What follows belongs to an exercise in optimizing a design on an open flow for small area; a production flow would make more cautious choices.
Where RTL was checked, it was by simulation tests only, not by an equivalence proof against the original.
Power figures rest on the tool's default switching activity, not on a simulated workload.

## gpio
module gpio (
  input  logic        clk_i,
  input  logic        rst_ni,
  input  logic [31:0] gpio_in,
  output logic [31:0] gpio_out,
  output logic [31:0] gpio_tx_en_o,
  output logic [31:0] gpio_in_sync_o,
  output logic        global_interrupt_o,
  output logic [31:0] pin_level_interrupts_o,
  input  logic        reg_valid_i,
  input  logic        reg_write_i,
  input  logic [10:0] reg_addr_i,
  input  logic [31:0] reg_wdata_i,
  input  logic [3:0]  reg_wstrb_i,
  output logic [31:0] reg_rdata_o,
  output logic        reg_error_o,
  output logic        reg_ready_o
);
Size in the first run: roughly 1800 cells after synthesis, roughly 480 flip-flops, roughly 250 I/O pins, about 20000 sq um of cells after synthesis.
==> module gpio, before the edit <==
module gpio (
  input  logic        clk_i,
  input  logic        rst_ni,
  input  logic [31:0] gpio_in,
  output logic [31:0] gpio_out,
  output logic [31:0] gpio_tx_en_o,
  output logic [31:0] gpio_in_sync_o,
  output logic        global_interrupt_o,
  output logic [31:0] pin_level_interrupts_o,
  input  logic        reg_valid_i,
  input  logic        reg_write_i,
  input  logic [10:0] reg_addr_i,
  input  logic [31:0] reg_wdata_i,
  input  logic [3:0]  reg_wstrb_i,
  output logic [31:0] reg_rdata_o,
  output logic        reg_error_o,
  output logic        reg_ready_o
);
  logic [10:0] a;
  assign a = reg_addr_i;
  logic lo_grp;
  assign lo_grp = (a[10:4] == 7'd0) && (a[1:0] == 2'd0);
  logic hi_grp;
  assign hi_grp = (a[6:0] == 7'd0) && (a[10:7] != 4'd0);
  logic h_info, h_cfg, h_mode0, h_mode1;
  assign h_info  = lo_grp && (a[3:2] == 2'd0);
  assign h_cfg   = lo_grp && (a[3:2] == 2'd1);
  assign h_mode0 = lo_grp && (a[3:2] == 2'd2);
  assign h_mode1 = lo_grp && (a[3:2] == 2'd3);
  logic [15:0] h;   
  always_comb begin
    for (int k = 0; k < 16; k++) h[k] = hi_grp && (a[10:7] == k[3:0]);
  end
  logic hit;
  assign hit = lo_grp | hi_grp;
  logic strb_all, strb_bad;
  assign strb_all = &reg_wstrb_i;
  assign strb_bad = h_info ? ~&reg_wstrb_i[2:0] :
                    h_cfg  ? ~reg_wstrb_i[0] : ~strb_all;
  assign reg_error_o = reg_valid_i & (~hit | (reg_write_i & strb_bad));
  assign reg_ready_o = 1'b1;
  logic wr, wr_full;
  assign wr      = reg_valid_i & reg_write_i;
  assign wr_full = wr & strb_all;
  logic rst;
  assign rst = ~rst_ni;
  logic we_cfg, we_mode0, we_mode1, we_en, we_re, we_fe, we_he, we_le;
  assign we_cfg   = (wr & reg_wstrb_i[0] & h_cfg) | rst;
  assign we_mode0 = (wr_full & h_mode0) | rst;
  assign we_mode1 = (wr_full & h_mode1) | rst;
  assign we_en    = (wr_full & h[1]) | rst;
  assign we_re    = (wr_full & h[7]) | rst;
  assign we_fe    = (wr_full & h[8]) | rst;
  assign we_he    = (wr_full & h[9]) | rst;
  assign we_le    = (wr_full & h[10]) | rst;
  logic [31:0] wd;   
  assign wd = reg_wdata_i & {32{rst_ni}};
  logic [1:0]  cfg_q;
  logic [31:0] mode0_q, mode1_q, en_q, re_q, fe_q, he_q, le_q;
  always_ff @(posedge clk_i) begin
    if (we_cfg)   cfg_q   <= wd[1:0];
    if (we_mode0) mode0_q <= wd;
    if (we_mode1) mode1_q <= wd;
    if (we_en)    en_q    <= wd;
    if (we_re)    re_q    <= wd;
    if (we_fe)    fe_q    <= wd;
    if (we_he)    he_q    <= wd;
    if (we_le)    le_q    <= wd;
  end
  logic [63:0] mode;
  assign mode = {mode1_q, mode0_q};
  logic [31:0] out_q, out_d;
  logic w_out, w_set, w_clr, w_tog;
  assign w_out = wr_full & h[3];
  assign w_set = wr_full & h[4];
  assign w_clr = wr_full & h[5];
  assign w_tog = wr_full & h[6];
  logic w_load, w_mod;
  assign w_load = w_out | rst;
  assign w_mod  = w_set | w_clr | w_tog;
  always_comb begin
    for (int i = 0; i < 32; i++) begin
      if (w_load)
        out_d[i] = wd[i];
      else if (reg_wdata_i[i] & w_mod)
        out_d[i] = w_set | (w_tog & ~out_q[i]);
      else
        out_d[i] = out_q[i];
    end
  end
  always_ff @(posedge clk_i) out_q <= out_d;
  assign gpio_out = out_q;
  logic [31:0] s1_q, s2_q, in_q;
  always_ff @(posedge clk_i, negedge rst_ni) begin
    if (!rst_ni) s1_q <= '0;
    else         s1_q <= gpio_in;
  end
  always_ff @(posedge clk_i) s2_q <= s1_q;
  logic [31:0] in_en;
  always_comb begin
    for (int i = 0; i < 32; i++)
      in_en[i] = rst | (en_q[i] & (mode[2*i +: 2] == 2'b00));
  end
  always_ff @(posedge clk_i) begin
    for (int i = 0; i < 32; i++)
      if (in_en[i]) in_q[i] <= s2_q[i];
  end
  assign gpio_in_sync_o = in_q;
  always_comb begin
    for (int i = 0; i < 32; i++)
      gpio_tx_en_o[i] = mode[2*i] ^ (mode[2*i+1] & out_q[i]);
  end
  logic [31:0] ev_r, ev_f, ev_h, ev_l, edges, pending;
  assign ev_r  =  s2_q & ~in_q & re_q;
  assign ev_f  = ~s2_q &  in_q & fe_q;
  assign ev_h  =  in_q & he_q;
  assign ev_l  = ~in_q & le_q;
  assign edges = ev_r | ev_f | ev_h | ev_l;
  logic [31:0] rs_q, fs_q, hs_q, ls_q;
  assign pending = rs_q | fs_q | hs_q | ls_q;
  logic w_st, c_rs, c_fs, c_hs, c_ls;
  assign w_st = wr_full & h[11];
  assign c_rs = (wr_full & h[12]) | w_st | rst;
  assign c_fs = (wr_full & h[13]) | w_st | rst;
  assign c_hs = (wr_full & h[14]) | w_st | rst;
  assign c_ls = (wr_full & h[15]) | w_st | rst;
  logic [31:0] wc;   
  assign wc = reg_wdata_i | {32{rst}};
  always_ff @(posedge clk_i) begin
    rs_q <= (rs_q | ev_r) & ~(wc & {32{c_rs}});
    fs_q <= (fs_q | ev_f) & ~(wc & {32{c_fs}});
    hs_q <= (hs_q | ev_h) & ~(wc & {32{c_hs}});
    ls_q <= (ls_q | ev_l) & ~(wc & {32{c_ls}});
  end
  assign pin_level_interrupts_o = cfg_q[1] ? pending : edges;
  assign global_interrupt_o     = cfg_q[0] ? |pending : |edges;
  logic [31:0] info_v, cfg_v, lo_v;
  assign info_v = 32'h0000_0820;
  assign cfg_v  = {30'd0, cfg_q};
  always_comb begin
    reg_rdata_o = {32{~hit}}
                | ({32{h_info}}  & info_v)
                | ({32{h_cfg}}   & cfg_v)
                | ({32{h_mode0}} & mode0_q)
                | ({32{h_mode1}} & mode1_q)
                | ({32{h[1]}}    & en_q)
                | ({32{h[2]}}    & in_q)
                | ({32{h[3]}}    & out_q)
                | ({32{h[7]}}    & re_q)
                | ({32{h[8]}}    & fe_q)
                | ({32{h[9]}}    & he_q)
                | ({32{h[10]}}   & le_q)
                | ({32{h[11] | h[12]}} & rs_q)
                | ({32{h[11] | h[13]}} & fs_q)
                | ({32{h[11] | h[14]}} & hs_q)
                | ({32{h[11] | h[15]}} & ls_q);
  end
endmodule
==> flow/config.mk <==
export PLATFORM = sky130hd
export DESIGN_NAME = gpio
export DESIGN_NICKNAME = gpio
export VERILOG_FILES = /design/flow/design.v
export SDC_FILE = /design/flow/constraint.sdc
export NUM_CORES = 4
export LEC_CHECK = 0
export CAP_MARGIN = 20
export CORE_MARGIN = 2
export CORE_UTILIZATION = 50
export GPL_TIMING_DRIVEN = 0
export SLEW_MARGIN = 20
==> flow/constraint.sdc <==
create_clock -name core_clock -period 10.0 [get_ports {clk_i}]
set_input_delay 2.0000 -clock core_clock [delete_from_list [all_inputs] [get_ports {clk_i}]]
set_output_delay 2.0000 -clock core_clock [all_outputs]
set_load 0.01 [all_outputs]
standard.sh (not shown) runs the stock make flow with config.mk's settings and CLKGATE_MAP_FILE= SYNTH_SCRIPT=/design/flow/synth_recipe.tcl, a recipe that flattens the netlist after the stock synthesis.
==> flow/flow/run.sh <==
#!/bin/bash
# Own layout flow: the standard flow (standard.sh) with three changes:
#  - ABC maps the logic with an area-oriented script (flow/area.abc) instead
#    of ORFS's delay-oriented one; everything else in synthesis is unchanged,
#    so the registers are the standard synthesis's;
#  - ports are buffered with buf_1 instead of the default buffer cell;
#  - clock tree: clkbuf_8 clusters, no dummy loads.
# Each tool's output goes to its own log in this folder (and ORFS's logs under
# orfs/logs/).
set -euo pipefail
W=$(pwd)
F=$W/flow

orig_synth=$(grep -o 'SYNTH_SCRIPT=[^ ]*' standard.sh | head -1 | cut -d= -f2-)
cat > "$W/area_synth.tcl" <<TCL
proc abc {args} {
  set i [lsearch -exact \$args -script]
  if {\$i >= 0} { lset args [expr {\$i + 1}] $F/area.abc }
  yosys abc {*}\$args
}
source $orig_synth
TCL
sed "s#SYNTH_SCRIPT=[^ ]*#SYNTH_SCRIPT=$W/area_synth.tcl#" standard.sh > "$W/area_standard.sh"

export BUFFER_PORTS_ARGS="-buffer_cell sky130_fd_sc_hd__buf_1"
export CTS_ARGS="-sink_clustering_enable -repair_clock_nets -dont_use_dummy_load -buf_list {sky130_fd_sc_hd__clkbuf_8} -sink_clustering_size 16 -sink_clustering_max_diameter 60"

bash "$W/area_standard.sh" > "$W/make_flow.log" 2>&1
==> flow/flow/area.abc <==
strash
dc2
&get -n
&dch -f
&nf -R 1000
&put
buffer -c
topo
stime -c
upsize -c
dnsize -c
Rerun with:
--- a/flow/design.v
+++ b/flow/design.v
@@ -145,19 +145,22 @@
   logic w_out, w_set, w_clr, w_tog;
   assign w_out = wr_full & h[3];
   assign w_set = wr_full & h[4];
   assign w_clr = wr_full & h[5];
   assign w_tog = wr_full & h[6];
-  logic w_load, w_mod;
-  assign w_load = w_out | rst;
-  assign w_mod  = w_set | w_clr | w_tog;
   always_comb begin
     for (int i = 0; i < 32; i++) begin
-      if (w_load)
-        out_d[i] = wd[i];
-      else if (reg_wdata_i[i] & w_mod)
-        out_d[i] = w_set | (w_tog & ~out_q[i]);
+      if (rst)
+        out_d[i] = 1'b0;
+      else if (w_out)
+        out_d[i] = reg_wdata_i[i];
+      else if (reg_wdata_i[i] & w_set)
+        out_d[i] = 1'b1;
+      else if (reg_wdata_i[i] & w_clr)
+        out_d[i] = 1'b0;
+      else if (reg_wdata_i[i] & w_tog)
+        out_d[i] = ~out_q[i];
       else
         out_d[i] = out_q[i];
     end
   end
   always_ff @(posedge clk_i) out_q <= out_d;
Result: Clock power barely changes. Final cell count shrinks by about 1.5%. First-iteration DRC count shrinks by 21%. Worst setup slack is better by 0.91 ns. Critical path depth decreases by 1. Maximum frequency went up by 12%. Core utilization goes down by 0.23 points. Non-clock buffer count came out lower by 3. Total power decreases by 1.9%. Die area came out lower by about 1.3%. Design area came out lower by 1.1%. Synthesized cell count falls by about 2.2%. Via count decreases by 3.0%. Wire length shrinks by 4.9%.
Only the layout flow was run in the first run of this note; the RTL was not checked for function there.

## static timing again, ports no longer ideal
Ports are ideal in the flow. The routed layouts listed here were re-timed in OpenROAD. Step 1: set_driving_cell puts a clkbuf_16 on clk_i and a buf_2 on each other input, an assumption about the parent block. Step 2 moves the port delays by t, midway between the first and last clock arrival at a register: inputs arrive t later, outputs are due t later. That takes back most of the time a late clock gives input paths. a / b / c = no drivers / after step 1 / after step 2; a / b = the first two.
run	shift t [ns]	setup WS [ns]	latest minus earliest clock arrival (ns)	slew at the worst register clock pin (ns)	cell pins on the clock port's net
the first run	0.690	1.376 / 1.324 / 1.324	0.104 / 0.103	0.11 / 0.11	1
the second run	0.692	2.288 / 2.252 / 2.252	0.047 / 0.047	0.11 / 0.11	1
After both steps setup and hold are still met in every run listed. The setup slack of the first run, which loses most, moves by -0.052 ns with the drivers and by -0.052 ns with both steps.
